Source: an optimization exercise on an open RTL-to-GDS flow (aim: small area, a short achievable clock period and few clock cycles per item). Production flows keep margins and buffers that such runs may drop. RTL that was checked went through simulation tests only; none was proved equivalent to the original. The clock port is modelled as an ideal driver, which makes a skipped or thinned clock tree look cheaper than it is; a real chip needs a root buffer or a tree.

## matrixMultiplier
module matrixMultiplier(input st, rst, clk, input [7:0] data_in, output done, output [7:0] dataout);
Size in the first run: roughly 640 cells after synthesis, about 230 flip-flops, roughly 20 I/O pins.
clock: 10.0 ns
lec_check: 0
abc_clock_period_in_ps: 3000
cap_margin: 20
core_margin: 2
core_utilization: 40
cts_buf_list: sky130_fd_sc_hd__clkbuf_16
cts_cluster_diameter: 100
cts_cluster_size: 30
slew_margin: 20
standard.sh (not shown) runs the stock make flow with config.mk's settings and CLKGATE_MAP_FILE= SYNTH_SCRIPT=/design/flow/synth_recipe.tcl, a recipe that flattens the netlist after the stock synthesis.
==> flow/flow/run.sh <==
#!/bin/bash
# Own layout flow: the standard ORFS flow (standard.sh, unchanged synthesis),
# with the port buffers made of sky130_fd_sc_hd__buf_2 instead of the default
# delay-cell buffers and a larger setup-repair margin.  Every make step writes
# its own log under orfs/logs/; make's own output goes to standard.log.
set -euo pipefail
export BUFFER_PORTS_ARGS="-buffer_cell sky130_fd_sc_hd__buf_2"
export SETUP_SLACK_MARGIN=6.8
bash standard.sh > standard.log 2>&1
The baseline ran to the end with no violations.
Rerun with:
--- a/flow/flow/run.sh
+++ b/flow/flow/run.sh
@@ -6,4 +6,4 @@
 set -euo pipefail
 export BUFFER_PORTS_ARGS="-buffer_cell sky130_fd_sc_hd__buf_2"
-export SETUP_SLACK_MARGIN=6.8
+export SETUP_SLACK_MARGIN=7.0
 bash standard.sh > standard.log 2>&1
After rerunning: Wire length came out higher by 1.6%. Core utilization came out higher by 0.31 points. Count of clock-buffer cells in the layout does not change. Worst setup slack gets worse by 0.0044 ns.
No run of this note included a check of the RTL's function; only the layout flow was run.


== main ==
matrixMultiplier, a different RTL version from the one above (not shown whole).
Size: roughly 240 flip-flops, ~20 I/O pins, ~8900 µm² of cells after synthesis.
## matrixMultiplier
module matrixMultiplier(input st, rst, clk, input [7:0] data_in, output done, output [7:0] dataout);
  reg run, wt, done_r;
  reg [5:0] t;             
  reg [2:0] ph;            
  wire start = wt & ~st;
  always @(posedge clk or posedge rst)
    if (rst) begin run <= 1'b0; wt <= 1'b0; done_r <= 1'b0; end
    else begin
      wt <= wt ? st : (~run & st);
      run <= start | (run & (t != 6'd45));
      done_r <= run & (t == 6'd17);
    end
  assign done = done_r;
  always @(posedge clk) begin
    t <= start ? 6'd0 : t + 6'd1;
    ph <= start ? 3'b001 : {ph[1:0], ph[2]};    
  end
  reg [7:0] ra0,ra1,ra2,ra3,ra4,ra5,ra6,ra7,ra8;
  reg [7:0] rb0,rb1,rb2,rb3,rb4,rb5,rb6,rb7,rb8;
  wire lda = (t < 6'd9);
  wire ldb = (t >= 6'd9) & (t < 6'd18);
  always @(posedge clk) begin
    ra0 <= lda ? data_in : ra8;
    {ra8,ra7,ra6,ra5,ra4,ra3,ra2,ra1} <= {ra7,ra6,ra5,ra4,ra3,ra2,ra1,ra0};
    rb0 <= ldb ? data_in : rb8;
    {rb8,rb7,rb6,rb5,rb4,rb3,rb2,rb1} <= {rb7,rb6,rb5,rb4,rb3,rb2,rb1,rb0};
  end
  reg [7:0] ar, br;
  always @(posedge clk)
    case (t)
      6'd0: begin ar <= ra4; br <= rb4; end
      6'd1: begin ar <= ra4; br <= rb2; end
      6'd2: begin ar <= ra7; br <= rb8; end
      6'd3: begin ar <= ra7; br <= rb6; end
      6'd4: begin ar <= ra7; br <= rb4; end
      6'd5: begin ar <= ra7; br <= rb4; end
      6'd6: begin ar <= ra7; br <= rb2; end
      6'd7: begin ar <= ra7; br <= rb0; end
      6'd8: begin ar <= ra1; br <= rb6; end
      6'd9: begin ar <= ra1; br <= rb4; end
      6'd10: begin ar <= ra1; br <= rb2; end
  ...
export LEC_CHECK = 0
export ABC_CLOCK_PERIOD_IN_PS = 3000
export CAP_MARGIN = 20
export CORE_MARGIN = 2
export CORE_UTILIZATION = 40
export CTS_BUF_LIST = sky130_fd_sc_hd__clkbuf_8
export CTS_CLUSTER_DIAMETER = 50
export CTS_CLUSTER_SIZE = 16
export SLEW_MARGIN = 20
create_clock -name core_clock -period 10.0 [get_ports {clk}]
==> flow/flow/run.sh <==
#!/bin/bash
# Own layout flow: the standard ORFS flow (standard.sh, unchanged synthesis),
# with the port buffers made of sky130_fd_sc_hd__buf_2 instead of the default
# delay-cell buffers and a larger setup-repair margin.  Every make step writes
# its own log under orfs/logs/; make's own output goes to standard.log.
set -euo pipefail
export BUFFER_PORTS_ARGS="-buffer_cell sky130_fd_sc_hd__buf_2"
export SETUP_SLACK_MARGIN=7.0
bash standard.sh > standard.log 2>&1
main: all stages complete, timing, DRC and antenna checks passed
Testbench counts of main, summed over its fixed seeds: cycles 7,680, items 160.
[inputs] the feature branch vs main
diff --git a/flow/flow/run.sh b/flow/flow/run.sh
--- a/flow/flow/run.sh
+++ b/flow/flow/run.sh
@@ -7,3 +7,3 @@
 export BUFFER_PORTS_ARGS="-buffer_cell sky130_fd_sc_hd__buf_2"
-export SETUP_SLACK_MARGIN=7.0
+export SETUP_SLACK_MARGIN=6.6
 bash standard.sh > standard.log 2>&1
Comparing the feature branch and main, the higher design area was measured on main.
Looking at the feature branch and main, the global routing usage on met2 is a wash.
Between main and the feature branch, proportion of cell area occupied by registers increased.
Route | the feature branch vs main | wire shorter in the feature branch
Taking main as the reference point, the share of the cycle needed by the critical path after routing of the feature branch rises by 2.0 points.
From main to the feature branch the numbers moved as follows: final worst slack has decreased, hold slack has remained practically unchanged.


Another version of the RTL of matrixMultiplier (not shown whole).
Size: about 620 cells after synthesis, about 8100 um^2 of cells after synthesis.
Settings: LEC_CHECK=0, ABC_CLOCK_PERIOD_IN_PS=3000, CAP_MARGIN=20, CORE_MARGIN=2, CORE_UTILIZATION=40, SLEW_MARGIN=20; clock period 10.0 ns.
==> flow/flow/run.sh <==
#!/bin/bash
# Own layout flow: the standard ORFS flow (standard.sh, unchanged synthesis),
# with the port buffers made of sky130_fd_sc_hd__buf_2 instead of the default
# delay-cell buffers, a larger setup-repair margin and clock-tree options of our
# own.  Every make step writes its own log under orfs/logs/; make's own output
# goes to standard.log.
set -euo pipefail
export BUFFER_PORTS_ARGS="-buffer_cell sky130_fd_sc_hd__buf_2"
export SETUP_SLACK_MARGIN=7.0
export CTS_ARGS="-sink_clustering_enable -repair_clock_nets -sink_clustering_size 34 -sink_clustering_max_diameter 110 -buf_list sky130_fd_sc_hd__clkbuf_16 -dont_use_dummy_load"
bash standard.sh > standard.log 2>&1
Testbench counts at the start, summed over its fixed seeds: cycles 7,680, items 160.
Edit:
--- a/flow/flow/run.sh
+++ b/flow/flow/run.sh
@@ -8,4 +8,4 @@
 export BUFFER_PORTS_ARGS="-buffer_cell sky130_fd_sc_hd__buf_2"
 export SETUP_SLACK_MARGIN=7.0
-export CTS_ARGS="-sink_clustering_enable -repair_clock_nets -sink_clustering_size 34 -sink_clustering_max_diameter 110 -buf_list sky130_fd_sc_hd__clkbuf_16 -dont_use_dummy_load"
+export CTS_ARGS="-sink_clustering_enable -repair_clock_nets -sink_clustering_size 30 -sink_clustering_max_diameter 100 -buf_list sky130_fd_sc_hd__clkbuf_16 -dont_use_dummy_load"
 bash standard.sh > standard.log 2>&1
ABC_CLOCK_PERIOD_IN_PS = 2000   (was 3000)
After rerunning: Worst setup slack gets better by 0.025 ns. Via count barely changes. Utilization came out higher by 0.15 points. Critical path depth stays the same. Design area rose slightly. Clock-buffer cell count came out higher by 1. Routed wire length shrinks slightly. Die area is unchanged.
Edit:
==> flow/flow/run.sh (replaced) <==
#!/bin/bash
# Own layout flow: the standard ORFS flow (standard.sh, unchanged synthesis),
# with the port buffers made of sky130_fd_sc_hd__buf_2 instead of the default
# delay-cell buffers, a larger setup-repair margin, clock-tree options of our
# own, and a hook after clock-tree synthesis (flow/cts_post.tcl) that drives the
# leaf clock buffers straight from the root clock buffer.  Every make step
# writes its own log under orfs/logs/; make's own output goes to standard.log.
set -euo pipefail
export BUFFER_PORTS_ARGS="-buffer_cell sky130_fd_sc_hd__buf_2"
export SETUP_SLACK_MARGIN=7.1
export CTS_ARGS="-sink_clustering_enable -repair_clock_nets -sink_clustering_size 30 -sink_clustering_max_diameter 100 -buf_list sky130_fd_sc_hd__clkbuf_16 -dont_use_dummy_load"
export POST_CTS_TCL="$PWD/flow/cts_post.tcl"
bash standard.sh > standard.log 2>&1
==> flow/flow/cts_post.tcl (new file) <==
# POST_CTS_TCL hook: drive the leaf clock buffers straight from the root
# clock buffer.  TritonCTS puts one H-tree level of branch buffers between the
# root buffer and the leaf buffers; removing that level makes the clock reach
# every register earlier by the same amount.  Timing is then repaired again
# and the placement legalised, as cts.tcl does after clock_tree_synthesis.
set block [ord::get_db_block]
set clkport [$block findBTerm clk]
set clknet [$clkport getNet]
# the root buffer: the clock port's only load
set root ""
foreach it [$clknet getITerms] { if {[$it isInputSignal]} { set root [$it getInst] } }
set rootnet [[$root findITerm X] getNet]
set removed 0
foreach it [$rootnet getITerms] {
  set inst [$it getInst]
  if {$inst == $root} continue
  if {![string match "*clkbuf*" [[$inst getMaster] getName]]} continue
  set onet [[$inst findITerm X] getNet]
  # bypass it only if it drives nothing but other clock buffers
  set ok 1
  foreach l [$onet getITerms] {
    if {[$l getInst] == $inst} continue
    if {![string match "*clkbuf*" [[[$l getInst] getMaster] getName]]} { set ok 0 }
  }
  if {!$ok} continue
  foreach l [$onet getITerms] {
    if {[$l getInst] == $inst} continue
    $l disconnect
    $l connect $rootnet
  }
  puts "bypassed clock buffer [$inst getName]"
  odb::dbInst_destroy $inst
  odb::dbNet_destroy $onet
  incr removed
}
puts "removed $removed branch clock buffers"
estimate_parasitics -placement
report_clock_skew
repair_timing_helper
detailed_placement
check_placement -verbose
ABC_CLOCK_PERIOD_IN_PS = 3000   (was 2000)
CORE_UTILIZATION = 65   (was 40)
After rerunning: The new run completed with no timing, DRC or antenna violations. Via count went down slightly. Synthesized cell count stays the same. Utilization climbs by 28 points. Routed wire length shrinks by a few percent. Die area came out lower by well over a third. Sequential share of layout area went up by 0.85 points. Final cell count is lower by roughly a tenth. Global-route usage rose by 8.4 points. Maximum frequency climbs by a few percent. Non-clock buffer count does not change.
Edit:
CORE_UTILIZATION = 40   (was 65)
Effect: Design area climbs by 1.2%. Global-route usage drops by 8.0 points. Setup slack gets worse by 0.015 ns. Final cell count climbs by 13%. Clock-buffer cell count is unchanged. Critical path depth is unchanged. Worst hold slack hardly moves. Routed wire length climbs by 4.4%.
Edit:
==> flow/flow/run.sh (replaced) <==
#!/bin/bash
# Own layout flow: the standard ORFS flow (standard.sh, unchanged synthesis),
# with the port buffers made of sky130_fd_sc_hd__buf_2 instead of the default
# delay-cell buffers, a larger setup-repair margin and clock-tree options of our
# own.  Every make step writes its own log under orfs/logs/; make's own output
# goes to standard.log.
set -euo pipefail
export BUFFER_PORTS_ARGS="-buffer_cell sky130_fd_sc_hd__buf_2"
export SETUP_SLACK_MARGIN=7.0
export CTS_ARGS="-sink_clustering_enable -repair_clock_nets -sink_clustering_size 30 -sink_clustering_max_diameter 100 -buf_list sky130_fd_sc_hd__clkbuf_16 -dont_use_dummy_load -tree_buf sky130_fd_sc_hd__clkbuf_8"
bash standard.sh > standard.log 2>&1
removed: flow/flow/cts_post.tcl
Outcome: Global-route usage came out lower by 0.43 points; critical path depth stays the same.
Edit:
==> flow/flow/run.sh (replaced) <==
#!/bin/bash
# Own layout flow: the standard ORFS flow (standard.sh, unchanged synthesis),
# with the port buffers made of sky130_fd_sc_hd__buf_2 instead of the default
# delay-cell buffers and a larger setup-repair margin.  Every make step writes
# its own log under orfs/logs/; make's own output goes to standard.log.
set -euo pipefail
export BUFFER_PORTS_ARGS="-buffer_cell sky130_fd_sc_hd__buf_2"
export SETUP_SLACK_MARGIN=7.0
bash standard.sh > standard.log 2>&1
CTS_BUF_LIST = sky130_fd_sc_hd__clkbuf_16   (was default)
CTS_CLUSTER_DIAMETER = 100   (was default)
CTS_CLUSTER_SIZE = 30   (was default)
What happened: Core utilization rises by 0.27 points. Non-clock buffer count is unchanged. Sequential share of layout area shrinks by 0.34 points. Setup slack loses 0.028 ns. Maximum frequency falls by 0.95%. Register-to-register slack is about the same. First-iteration DRC count goes down by 8.7%.

[static timing again, ports no longer ideal]
No port has a modelled driver above. Below, the same layouts with a new extraction and two added sets of constraints. Step 1, drivers: a clkbuf_16 drives clk and a buf_2 each remaining input, both assumed. Step 2 also shifts input and output timing later by t, the mid clock arrival at the registers, as if the neighbouring blocks saw the same clock. a / b / c = ideal / step 1 / step 2; a / b = the first two.
run	shift t [ns]	slack for setup (ns)	hold slack, ns
the first run of note 1	0.491	6.850 / 6.850 / 6.850	0.317 / 0.317 / 0.317
the second run of note 1	0.499	6.846 / 6.846 / 6.846	0.328 / 0.328 / 0.328
main	0.577	6.990 / 6.949 / 7.078	0.313 / 0.313 / 0.313
the feature branch	0.578	6.791 / 6.791 / 6.791	0.312 / 0.312 / 0.312
the first run of note 3	0.479	7.020 / 6.980 / 7.157	0.256 / 0.256 / 0.256
the second run of note 3	0.487	7.046 / 7.006 / 7.136	0.257 / 0.257 / 0.257
the third run of note 3	0.394	7.110 / 7.072 / 7.207	0.256 / 0.256 / 0.256
the fourth run of note 3	0.408	7.094 / 7.054 / 7.152	0.258 / 0.258 / 0.258
the fifth run of note 3	0.487	7.046 / 7.006 / 7.136	0.257 / 0.257 / 0.257
the sixth run of note 3	0.504	7.017 / 6.978 / 7.130	0.301 / 0.301 / 0.301
After both steps setup and hold are still met in every run listed.
